This is an optimization exercise on Yosys and OpenROAD, whose aim is small area, a short achievable clock period and few clock cycles, not a production implementation.
Function was not checked in any run shown here: the RTL went through the layout flow alone.

==> flow/design.v (outline; a module is shown in full before it is edited, if it fits) <==
// module abs_diff_7: 7 lines
// module abs_diff_9: 7 lines
// module abs_val_8: 5 lines
// module quadrant: 11 lines
// module polar_to_cartesian: 74 lines
// module calc_abs7rtan_00_75_15: 21 lines
// module find_min_5_vals_cascading: 26 lines
// module calc_r_y_theta: 27 lines
// module orientation_math: 175 lines
// module path_math: 134 lines
// module ptc_mag: 25 lines
// module pm_ptc_products: 219 lines
// module pm_compare: 507 lines
// module pm_distance: 104 lines
// module pm_abs: 12 lines
module path_math
    (input [11:0] location,  
     input [11:0] target,  
     input [4:0] current_orientation,  
     input clock,
     input enable,
     input reset,
     output reg done,
     output [4:0] needed_orientation,  
     output [11:0] move_command);
  // ...
==> flow/run.sh <==
#!/bin/bash
# synth_recipe.tcl (not shown) runs the flow's synth.tcl, then flattens the netlist and writes it again
# the make line also repeats each setting of config.mk as NAME=value (left out here)
make -C /OpenROAD-flow-scripts/flow DESIGN_CONFIG=/design/flow/config.mk WORK_HOME=/design/flow/orfs CLKGATE_MAP_FILE= SYNTH_SCRIPT=/design/flow/synth_recipe.tcl finish
==> flow/config.mk <==
export PLATFORM = sky130hd
export DESIGN_NAME = path_math
export DESIGN_NICKNAME = path_math
export VERILOG_FILES = /design/flow/design.v
export SDC_FILE = /design/flow/constraint.sdc
export NUM_CORES = 4
export LEC_CHECK = 0
export CAP_MARGIN = 5
export CORE_MARGIN = 2
export CORE_UTILIZATION = 60
export SETUP_SLACK_MARGIN = 5
export SLEW_MARGIN = 5
==> flow/constraint.sdc <==
create_clock -name core_clock -period 12.0 [get_ports {clock}]
set_input_delay 2.4000 -clock core_clock [delete_from_list [all_inputs] [get_ports {clock}]]
set_output_delay 2.4000 -clock core_clock [all_outputs]
set_load 0.01 [all_outputs]
==> results by group, run 1 <==
Status
  – Run status: timing/DRC/antenna clean

Route
  – Top routing layer used: met5
  – Avg WL per Cell: about 17 um
  – # DRC: 0
  – WL met1: roughly 17000 um

Logic synthesis
  – Post-synthesis sequential area ratio: between 9 and 10%
  – Synth Area in Compound Gates: a little over a fifth
  – Syn Area/Cell: between 8 and 9 um^2
  – Yosys warning count: 2

Clock tree
  – Hold Buf Count CTS: 0
  – CTS resizes: 50
  – Clock Latency Late Sink: a little over 0.3 ns
  – CTS sink count: 55

Finish
  – Finished Layout Cells: 2200
  – Max reg flops: 8
  – Clock Network Area Fraction: less than 1%
  – Ant. Diodes: 0

Flow run
  – Total of max-cap violations: 0

Timing
  – Slew HR: approximately a fifth
  – Fin. max-slew vios: 0
  – RSZ-0062 raised after global routing: yes

Critical path
  – End of the worst register-to-register path: r_c45$_DFFE_PP_
  – Reg2Reg Setup Slack: 4.77 ns
  – Setup crit end kind: register
  – Crit path required time: roughly 12 ns

Floorplanning
  – Die H: ~160 um
==> module path_math, before the edit <==
module path_math
    (input [11:0] location,  
     input [11:0] target,  
     input [4:0] current_orientation,  
     input clock,
     input enable,
     input reset,
     output reg done,
     output [4:0] needed_orientation,  
     output [11:0] move_command);  
   wire [7:0] xm_l, ym_l, xm_t, ym_t;
   wire       xs_l, xs_t;
   ptc_mag ptc_l (.r_theta(location), .xm(xm_l), .ym(ym_l), .xs(xs_l));
   ptc_mag ptc_t (.r_theta(target),   .xm(xm_t), .ym(ym_t), .xs(xs_t));
   wire       xsame = (xs_t == xs_l);
   wire [8:0] ex_a = {1'b0, xm_t};
   wire [8:0] ex_b = {1'b0, xm_l} ^ {9{xsame}};
   wire [8:0] dy_a = {1'b0, ym_t};
   wire [8:0] dy_b = ~{1'b0, ym_l};
   wire [4:0] ex_lo_t = {1'b0, ex_a[3:0]} + {1'b0, ex_b[3:0]} + {4'd0, xsame};
   wire [4:0] dy_lo_t = {1'b0, dy_a[3:0]} + {1'b0, dy_b[3:0]} + 5'd1;
   reg [4:0] ex_lo, dy_lo;
   reg [3:0] exa_hi, dya_hi;
   reg [4:0] exb_hi, dyb_hi;
   reg       exneg, busy;
   always @(posedge clock) begin
      ex_lo <= ex_lo_t;
      dy_lo <= dy_lo_t;
      exa_hi <= ex_a[7:4];
      exb_hi <= ex_b[8:4];
      dya_hi <= dy_a[7:4];
      dyb_hi <= dy_b[8:4];
      exneg <= xs_t;
      busy <= enable & ~reset;
   end
   wire [4:0] ex_hi = {1'b0, exa_hi} + exb_hi + {4'd0, ex_lo[4]};
   wire [4:0] dy_hi = {1'b0, dya_hi} + dyb_hi + {4'd0, dy_lo[4]};
   wire [8:0] ex = {ex_hi, ex_lo[3:0]};
   wire [8:0] dy = {dy_hi, dy_lo[3:0]};
   wire       ex_nz = |ex;
   wire       dxneg = exneg ? ((ex_nz & ~ex[8]) | (ex == 9'h100)) : ex[8];
   wire       dyneg = dy[8];
   wire [1:0] quad = {dyneg, dxneg ^ dyneg};  
   wire       sx = ex[8];
   wire       sy = dy[8];
   wire [7:0] ac = ex[7:0] ^ {8{sx}};
   wire [7:0] yc = dy[7:0] ^ {8{sy}};
   wire [7:0] y, a;
   pm_abs ab (.ac(ac), .sx(sx), .yc(yc), .sy(sy), .y(y), .a(a));
   wire ysmall = dy[8] ? (dy[7:0] >= 8'hFC) : (dy[7:0] <= 8'd4);
   wire asmall = ex[8] ? ((ex[7:0] >= 8'hFC) || (ex[7:0] == 8'h00)) : (ex[7:0] <= 8'd4);
   wire c12, c23, c34, c45;
   pm_compare cmp (.ac(ac), .sx(sx), .a(a), .y(y), .c12(c12), .c23(c23), .c34(c34), .c45(c45));
   wire       same = (location[11:8] == target[11:8]);
   wire [4:0] sum_s = {1'b0, location[11:8]} + ((target[7:0] >= location[7:0]) ? 5'd0 : 5'd12);
   wire [4:0] need_s = (sum_s >= 5'd24) ? sum_s - 5'd24 : sum_s;
   wire       pre = same | ysmall | asmall;
   wire [4:0] need_p = same ? need_s : (ysmall ? (dxneg ? 5'd12 : 5'd0) : (dyneg ? 5'd18 : 5'd6));
   reg  [2:0] ba_p;
   always @(*) begin
      case (quad)
         2'd1: ba_p = 3'd4 - need_p[2:0];
         2'd2: ba_p = need_p[2:0] + 3'd4;
         2'd3: ba_p = 3'd0 - need_p[2:0];
         default: ba_p = need_p[2:0];
      endcase
   end
   wire use_a = pre & ((ba_p == 3'd0) | (ba_p == 3'd7));
   reg       r_c12, r_c23, r_c34, r_c45, r_pre;
   reg [1:0] r_quad;
   reg [4:0] r_need_p, cur;
   reg [7:0] ry;
   always @(posedge clock) begin
      if (reset) begin
         done <= 1'b0;
      end else if (busy) begin
         done <= 1'b1;
      end else if (enable) begin
         done <= 1'b0;
      end
      if (busy) begin
         r_c12 <= c12;
         r_c23 <= c23;
         r_c34 <= c34;
         r_c45 <= c45;
         r_pre <= pre;
         r_quad <= quad;
         r_need_p <= need_p;
         cur <= current_orientation;
         ry <= use_a ? a : y;
      end
   end
   wire is1 = ~r_c12 & ~r_c23 & ~r_c34 & ~r_c45;
   wire is5 = r_c12 & r_c23 & r_c34 & r_c45;
   wire is2 = ~is1 & ~is5 & ~r_c23 & ~r_c34;
   wire is4 = ~is1 & ~is5 & r_c23 & r_c34;
   wire [2:0] b = is1 ? 3'd1 : (is5 ? 3'd5 : (is2 ? 3'd2 : (is4 ? 3'd4 : 3'd3)));
   reg [4:0] need_n;
   always @(*) begin
      case (r_quad)
         2'd1: need_n = 5'd12 - b;
         2'd2: need_n = 5'd12 + b;
         2'd3: need_n = 5'd24 - b;
         default: need_n = {2'b00, b};
      endcase
   end
   wire [4:0] need = r_pre ? r_need_p : need_n;
   reg  [2:0] ba_o;
   always @(*) begin
      case (r_quad)
         2'd1: ba_o = 3'd4 - r_need_p[2:0];
         2'd2: ba_o = r_need_p[2:0] + 3'd4;
         2'd3: ba_o = 3'd0 - r_need_p[2:0];
         default: ba_o = r_need_p[2:0];
      endcase
   end
   wire [2:0] ba = r_pre ? ba_o : b;
   wire [6:0] d1, d3, d4, d5;
   pm_distance dd (.y(ry), .d1(d1), .d3(d3), .d4(d4), .d5(d5));
   reg  [6:0]  dist_v;
   always @(*) begin
      case (ba)
         3'd1: dist_v = d1;
         3'd2: dist_v = 7'd0;
         3'd3: dist_v = d3;
         3'd4: dist_v = d4;
         3'd5: dist_v = d5;
         default: dist_v = ry[6:0];   
      endcase
   end
   wire [4:0] angle = need - cur + ((cur > need) ? 5'd24 : 5'd0);
   assign needed_orientation = need;
   assign move_command = {angle, dist_v};
endmodule
==> module ptc_mag, before the edit <==
module ptc_mag
    (input [11:0] r_theta,
     output reg [7:0] xm,
     output reg [7:0] ym,
     output xs);
   wire [7:0] r = r_theta[7:0];
   wire [3:0] t = r_theta[11:8];
   wire [6:0] m15;                    
   wire [7:0] m30 = {2'b00, r[7:2]};
   wire [7:0] m45, m60, m75;          
   pm_ptc_products pp (.r(r), .m15(m15), .m45(m45), .m60(m60), .m75(m75));
   wire [2:0] k = (t <= 4'd6) ? t[2:0] : ((t <= 4'd12) ? 3'd4 - t[2:0] : 3'd0);
   assign xs = (t >= 4'd7) && (t <= 4'd12);
   always @(*) begin
      case (k)
        3'd1: begin xm = m75; ym = {1'b0, m15}; end
        3'd2: begin xm = m60; ym = m30; end
        3'd3: begin xm = m45; ym = m45; end
        3'd4: begin xm = m30; ym = m60; end
        3'd5: begin xm = {1'b0, m15}; ym = m75; end
        3'd6: begin xm = 8'd0; ym = r; end
        default: begin xm = r; ym = 8'd0; end
      endcase
   end
endmodule
==> run 2, diff against run 1 <==
--- a/flow/design.v
+++ b/flow/design.v
@@ -377,28 +377,16 @@
    ptc_mag ptc_t (.r_theta(target),   .xm(xm_t), .ym(ym_t), .xs(xs_t));
    wire       xsame = (xs_t == xs_l);
-   wire [8:0] ex_a = {1'b0, xm_t};
-   wire [8:0] ex_b = {1'b0, xm_l} ^ {9{xsame}};
-   wire [8:0] dy_a = {1'b0, ym_t};
-   wire [8:0] dy_b = ~{1'b0, ym_l};
-   wire [4:0] ex_lo_t = {1'b0, ex_a[3:0]} + {1'b0, ex_b[3:0]} + {4'd0, xsame};
-   wire [4:0] dy_lo_t = {1'b0, dy_a[3:0]} + {1'b0, dy_b[3:0]} + 5'd1;
-   reg [4:0] ex_lo, dy_lo;
-   reg [3:0] exa_hi, dya_hi;
-   reg [4:0] exb_hi, dyb_hi;
+   wire [9:0] ex_s = {1'b0, xm_t, xsame} + {xsame, xm_l ^ {8{xsame}}, xsame};
+   wire [9:0] dy_s = {1'b0, ym_t, 1'b1} + {1'b1, ~ym_l, 1'b1};
+   wire [8:0] ex_t = ex_s[9:1];
+   wire [8:0] dy_t = dy_s[9:1];
+   reg [8:0] ex, dy;
    reg       exneg, busy;
    always @(posedge clock) begin
-      ex_lo <= ex_lo_t;
-      dy_lo <= dy_lo_t;
-      exa_hi <= ex_a[7:4];
-      exb_hi <= ex_b[8:4];
-      dya_hi <= dy_a[7:4];
-      dyb_hi <= dy_b[8:4];
+      ex <= ex_t;
+      dy <= dy_t;
       exneg <= xs_t;
       busy <= enable & ~reset;
    end
-   wire [4:0] ex_hi = {1'b0, exa_hi} + exb_hi + {4'd0, ex_lo[4]};
-   wire [4:0] dy_hi = {1'b0, dya_hi} + dyb_hi + {4'd0, dy_lo[4]};
-   wire [8:0] ex = {ex_hi, ex_lo[3:0]};
-   wire [8:0] dy = {dy_hi, dy_lo[3:0]};
    wire       ex_nz = |ex;
    wire       dxneg = exneg ? ((ex_nz & ~ex[8]) | (ex == 9'h100)) : ex[8];
@@ -417,20 +405,18 @@
    wire       same = (location[11:8] == target[11:8]);
    wire [4:0] sum_s = {1'b0, location[11:8]} + ((target[7:0] >= location[7:0]) ? 5'd0 : 5'd12);
-   wire [4:0] need_s = (sum_s >= 5'd24) ? sum_s - 5'd24 : sum_s;
-   wire       pre = same | ysmall | asmall;
-   wire [4:0] need_p = same ? need_s : (ysmall ? (dxneg ? 5'd12 : 5'd0) : (dyneg ? 5'd18 : 5'd6));
-   reg  [2:0] ba_p;
+   wire [4:0] need_s_t = (sum_s >= 5'd24) ? sum_s - 5'd24 : sum_s;
+   reg  [2:0] ba_s_t;
    always @(*) begin
       case (quad)
-         2'd1: ba_p = 3'd4 - need_p[2:0];
-         2'd2: ba_p = need_p[2:0] + 3'd4;
-         2'd3: ba_p = 3'd0 - need_p[2:0];
-         default: ba_p = need_p[2:0];
+         2'd1: ba_s_t = 3'd4 - need_s_t[2:0];
+         2'd2: ba_s_t = need_s_t[2:0] + 3'd4;
+         2'd3: ba_s_t = 3'd0 - need_s_t[2:0];
+         default: ba_s_t = need_s_t[2:0];
       endcase
    end
-   wire use_a = pre & ((ba_p == 3'd0) | (ba_p == 3'd7));
-   reg       r_c12, r_c23, r_c34, r_c45, r_pre;
+   wire use_a = same ? (ba_s_t == 3'd0 || ba_s_t == 3'd7) : ysmall;
+   reg       r_c12, r_c23, r_c34, r_c45, r_ysmall, r_asmall, r_same;
    reg [1:0] r_quad;
-   reg [4:0] r_need_p, cur;
+   reg [4:0] need_s, cur;
    reg [7:0] ry;
    always @(posedge clock) begin
@@ -447,7 +433,9 @@
          r_c34 <= c34;
          r_c45 <= c45;
-         r_pre <= pre;
+         r_ysmall <= ysmall;
+         r_asmall <= asmall;
+         r_same <= same;
          r_quad <= quad;
-         r_need_p <= need_p;
+         need_s <= need_s_t;
          cur <= current_orientation;
          ry <= use_a ? a : y;
@@ -459,7 +447,11 @@
    wire is4 = ~is1 & ~is5 & r_c23 & r_c34;
    wire [2:0] b = is1 ? 3'd1 : (is5 ? 3'd5 : (is2 ? 3'd2 : (is4 ? 3'd4 : 3'd3)));
+   wire o_dyneg = r_quad[1];
+   wire o_dxneg = r_quad[1] ^ r_quad[0];
    reg [4:0] need_n;
    always @(*) begin
-      case (r_quad)
+      if (r_ysmall) need_n = o_dxneg ? 5'd12 : 5'd0;
+      else if (r_asmall) need_n = o_dyneg ? 5'd18 : 5'd6;
+      else case (r_quad)
          2'd1: need_n = 5'd12 - b;
          2'd2: need_n = 5'd12 + b;
@@ -468,15 +460,15 @@
       endcase
    end
-   wire [4:0] need = r_pre ? r_need_p : need_n;
-   reg  [2:0] ba_o;
+   reg [2:0] ba_s;
    always @(*) begin
       case (r_quad)
-         2'd1: ba_o = 3'd4 - r_need_p[2:0];
-         2'd2: ba_o = r_need_p[2:0] + 3'd4;
-         2'd3: ba_o = 3'd0 - r_need_p[2:0];
-         default: ba_o = r_need_p[2:0];
+         2'd1: ba_s = 3'd4 - need_s[2:0];
+         2'd2: ba_s = need_s[2:0] + 3'd4;
+         2'd3: ba_s = 3'd0 - need_s[2:0];
+         default: ba_s = need_s[2:0];
       endcase
    end
-   wire [2:0] ba = r_pre ? ba_o : b;
+   wire [4:0] need = r_same ? need_s : need_n;
+   wire [2:0] ba = r_same ? ba_s : (r_ysmall ? 3'd0 : (r_asmall ? 3'd6 : b));
    wire [6:0] d1, d3, d4, d5;
    pm_distance dd (.y(ry), .d1(d1), .d3(d3), .d4(d4), .d5(d5));
@@ -509,14 +501,14 @@
    wire [2:0] k = (t <= 4'd6) ? t[2:0] : ((t <= 4'd12) ? 3'd4 - t[2:0] : 3'd0);
    assign xs = (t >= 4'd7) && (t <= 4'd12);
+   wire j1 = (k == 3'd1) | (k == 3'd5);
+   wire j2 = (k == 3'd2) | (k == 3'd4);
+   wire j3 = (k == 3'd3);
+   wire j0 = ~(j1 | j2 | j3);
+   wire [7:0] sm = ({8{j1}} & {1'b0, m15}) | ({8{j2}} & m30) | ({8{j3}} & m45);
+   wire [7:0] lg = ({8{j1}} & m75) | ({8{j2}} & m60) | ({8{j3}} & m45) | ({8{j0}} & r);
+   wire swap = (k >= 3'd4);
    always @(*) begin
-      case (k)
-        3'd1: begin xm = m75; ym = {1'b0, m15}; end
-        3'd2: begin xm = m60; ym = m30; end
-        3'd3: begin xm = m45; ym = m45; end
-        3'd4: begin xm = m30; ym = m60; end
-        3'd5: begin xm = {1'b0, m15}; ym = m75; end
-        3'd6: begin xm = 8'd0; ym = r; end
-        default: begin xm = r; ym = 8'd0; end
-      endcase
+      xm = swap ? sm : lg;
+      ym = swap ? lg : sm;
    end
 endmodule
==> results by group, run 2 <==
Status
  – Run status: timing/DRC/antenna clean (unchanged)

Clock tree
  – CTS sink count: 48 (was 55)
  – Clock Latency Late Sink: 0.29 ns (was 0.31 ns)
  – Clock buffer count from CTS: 5 (unchanged)
  – H-tree depth: 2 (unchanged)
  – Worst-case clock buffer depth: 2 (unchanged)
  – Worst-path clk slew: 0.06 ns (was 0.08 ns)
  – Root buffer cell: clkbuf_16 (unchanged)
  – CTS tree: yes (unchanged)

Logic synthesis
  – Post-synth top area share: 29.2% (was 27.5%)
  – Cell with the most instances after synthesis: ha_1 (unchanged)
  – Yosys warning count: 2 (unchanged)
  – Leading area contributor after synthesis: ha_1 (unchanged)
  – Post-Synthesis Cells: 1800 (was 1815)
  – Syn_nets: 2212 (was 2218)
  – Top cells by count, synth: 336 x ha_1, 221 x inv_1, 142 x a21oi_1, 107 x xnor2_1, 99 x nor2_1 (was 321 x ha_1, 210 x inv_1, 139 x a21oi_1, 118 x nand2_1, 118 x xnor2_1)
  – Async SR Flop Fraction: 0% (unchanged)
  – EDFF count, synth: 27 (was 25)
  – Main synth FF type: edfxtp_1 (was dfxtp_1)
  – Post-synth cell types: 94 (was 99)
  – Seq cells post-synth: 48 (was 55)
  – Ranking of synthesized cells by area: ha_1 29%, xnor2_1 6.5%, fa_1 6.1% (was ha_1 28%, xnor2_1 7.1%, fa_1 6.9%)
  – Syn Area/Cell: 8.00 um^2 (was 8.04 um^2)
  – Post-synthesis sequential area ratio: 8.55% (was 9.26%)
  – Mapped Area: 14400 um^2 (was 14600 um^2)

Timing
  – Slew HR: 36.1% (was 21.1%)
  – Maximum clock rate: 143 MHz (was 138 MHz)
  – Final Skew: 0.00253 ns (was 0.0139 ns)
  – Period utilisation layout: 58.2% (was 60.2%)
  – Setup violators final: 0 (unchanged)
  – RSZ-0062 raised after global routing: yes (unchanged)
  – Setup tns final: 0 ns (unchanged)
  – Fin. max-slew vios: 0 (unchanged)
  – Final Hold Vio Count: 0 (unchanged)
  – Worst-margin pin slew: 0.958 ns (was 1.18 ns)
  – Minimum hold slack: 0.533 ns (was 0.494 ns)
  – Min Tclk post-route: 6.99 ns (was 7.23 ns)

Finish
  – Largest regs: dy: 9 flops, ex: 9 flops, ry: 8 flops
  – Commonest non-fill, non-tap cell in the layout: ha_1 (unchanged)
  – Ratio of cells with drive above 1 in the final layout: 11.4% (was 9.54%)
  – Layout area overhead: 13.1% (was 11.9%)
  – Ant. Diodes: 0 (unchanged)
  – Fillcell total: 2040 (was 2097)
  – Most frequent cells in the layout: 327 x ha_1, 213 x inv_1, 122 x a21oi_1 (was 311 x ha_1, 202 x inv_1, 125 x a21oi_1)
  – # nets final: 2284 (was 2278)

Global route
  – Grt ovf: 0 (unchanged)
  – First-pass GRT wire length: 61600 um (about the same)
  – Number of global-route vias before repair: 12667 (was 12634)
  – Largest net degree at the start of global routing: 29 (was 27)
  – Initial antenna violation count: 0 (was 1)
  – Gr usage total: 28.9% (about the same)

Floorplanning
  – Die ar.: 25300 um^2 (was 25600 um^2)
  – Initial Util: 61.2% (was 60.5%)
  – Die H: 159 um (was 160 um)
  – Num ports: 50 (unchanged)
  – Die Wd: 159 um (was 160 um)
  – Rows: 56 (was 57)
  – Core footprint: 23500 um^2 (was 24100 um^2)

Route
  – 1st-pass router iterations: 5 (unchanged)
  – # DRC: 0 (unchanged)
  – Avg WL per Cell: 17.1 um (was 17.0 um)
  – WL met2: 18600 um (was 18400 um)
  – WL final: 37500 um (about the same)
  – WL met1: 16600 um (was 16700 um)
  – Via-to-Cell Ratio: 5.98 (was 5.94)
  – Via count: 13101 (was 13076)
  – Top routing layer used: met4 (was met5)
  – Met3 WL post-DR: 1230 um (was 1400 um)
  – ANT nets after route: 0 (unchanged)
  – First DRT Iteration DRCs: 689 (was 842)

Placement
  – Buffers on Ports: 49 (unchanged)
  – GPL Wtd Cong: 0.948 (was 0.942)
  – Detailed placer's ending HPWL: 29700 um (was 29400 um)

Critical path
  – Crit path required time: 9.60 ns (was 12.07 ns)
  – Setup CP Type: reg2out (was reg2reg)
  – Setup crit end kind: output pin (was register)
  – Startpoint types: register (unchanged)
  – Arrival time worst endpoint: 4.59 ns (was 7.29 ns)
  – CP Max Fanout: 3 (was 6)

Flow run
  – Total of max-cap violations: 0 (unchanged)

Worst hold path
  – Hold WC Path Type: reg2reg (unchanged)
[run 2: cell count changes after synthesis, sizes merged, moves of 8 or more]
cell / previous run / this run
o21ai: 117 / 106
nand3: 43 / 35
dfxtp: 30 / 21
nor3: 37 / 48
a221oi: 12 / 22
a21o: 58 / 44
ha: 321 / 336
nor2: 108 / 99
xnor2: 126 / 109
nand2: 119 / 87
inv: 213 / 227
[run 2: metal layers]
metal	global-route usage (%)	up-vias
met5	0	-
li1	-	6550
met2	53.5	319
met3	1.67	69
met1	36.2	6163
met4	8.43	0
[run 2: through the flow]
step                      setup slack (ns)  util (%)  std cells  area, um^2
after global routing                  4.79      69.2       2192       16300
after detailed placement              3.72      64.5       2131       15200
final                                 5.01      69.2       2192       16300
after CTS                             4.89      67.4       2171       15900
after global placement                3.87      64.5       2131       15200
after floorplan                       5.11         -       1800       14400
[run 2: logic make-up after synthesis]
family	after synthesis	share of synthesized area [%]
DFF	48	8.55
xor gates and xnor gates	164	10.4
and+or+nand+nor	426	15.1
muxes	18	1.28
adders and majority gates	383	35.5
AOI/OAI and AO/OA	484	21.9
buffers and inverters	277	7.29
[run 2: final cells by class]
cell class / instances / area, um^2 / area share [%]
multi-input cells: 1475 / 12600 / 77.6
flip-flops and latches: 48 / 1230 / 7.56
repair buffers: 114 / 961 / 5.90
inverters: 228 / 885 / 5.43
well taps: 319 / 399 / 2.45
clock buffers: 7 / 164 / 1.01
clock inverters: 1 / 8.76 / 0.0538
[run 2: path summary, 6_finish.rpt]
check | from | to | slack (ns) | cells past startpoint
worst max-delay path | r_c45$_DFFE_PP_ | move_command[11] | 5.01 | 23
worst min-delay path | done$_SDFFE_PP0P_ | done$_SDFFE_PP0P_ | 0.53 | 2
worst max register to register | ex[8]$_DFF_P_ | r_c45$_DFFE_PP_ | 5.34 | 30
worst min register to register | done$_SDFFE_PP0P_ | done$_SDFFE_PP0P_ | 0.53 | 2
[run 2: repair_timing]
item                                   in CTS  in global routing
gates resized for setup                   112                 95
hold buffers                                0                  0
gates cloned                                1                  0
endpoints found under the hold margin       0                  0
pin swaps                                  25                 34
setup endpoints to repair                  25                 18
setup buffers                              31                 21
[run 2: worst max-delay path, cell delays in order (launching register included)]
cell	delay, ns
edfxtp_1	0.44
or4_4	0.59
nand2_4	0.09
ha_4	0.13
xnor2_2	0.10
nor2_1	0.05
a21oi_1	0.12
nor2_1	0.05
a211o_1	0.24
a221oi_2	0.24
a21oi_2	0.07
ha_1	0.34
inv_2	0.05
nor2_2	0.10
o21ai_1	0.06
nand2b_1	0.08
a21oi_2	0.05
a31oi_2	0.19
fa_1	0.49
ha_4	0.24
a21oi_2	0.14
xnor2_1	0.15
xnor2_1	0.13
buf_2	0.15

## static timing again, ports no longer ideal
The results above use ideal ports. As a check the final layouts listed here were re-extracted and re-timed, cells and wires unchanged.
Step 1 sets driving cells, clkbuf_16 on the clock port and buf_2 on the other inputs (assumed; they add their load-dependent delay and slew).
Step 2 adds t to the input delays and takes it off the output delays; t is the mean of the earliest and latest rising clock arrival at the registers after step 1. Input paths then give back, and output paths get back, about the clock's delay inside the block.
a / b / c = no drivers / after step 1 / after step 2; a / b = the first two.
run	shift t [ns]	setup slack, ns	pins driven straight from the clock port
run 1	0.351	4.775 / 4.775 / 4.775	1
run 2	0.327	5.014 / 4.972 / 4.806	1
After both steps setup and hold are still met in every run listed. For run 2, which loses most, drivers alone change the setup slack by -0.042 ns; drivers and shift together by -0.208 ns.
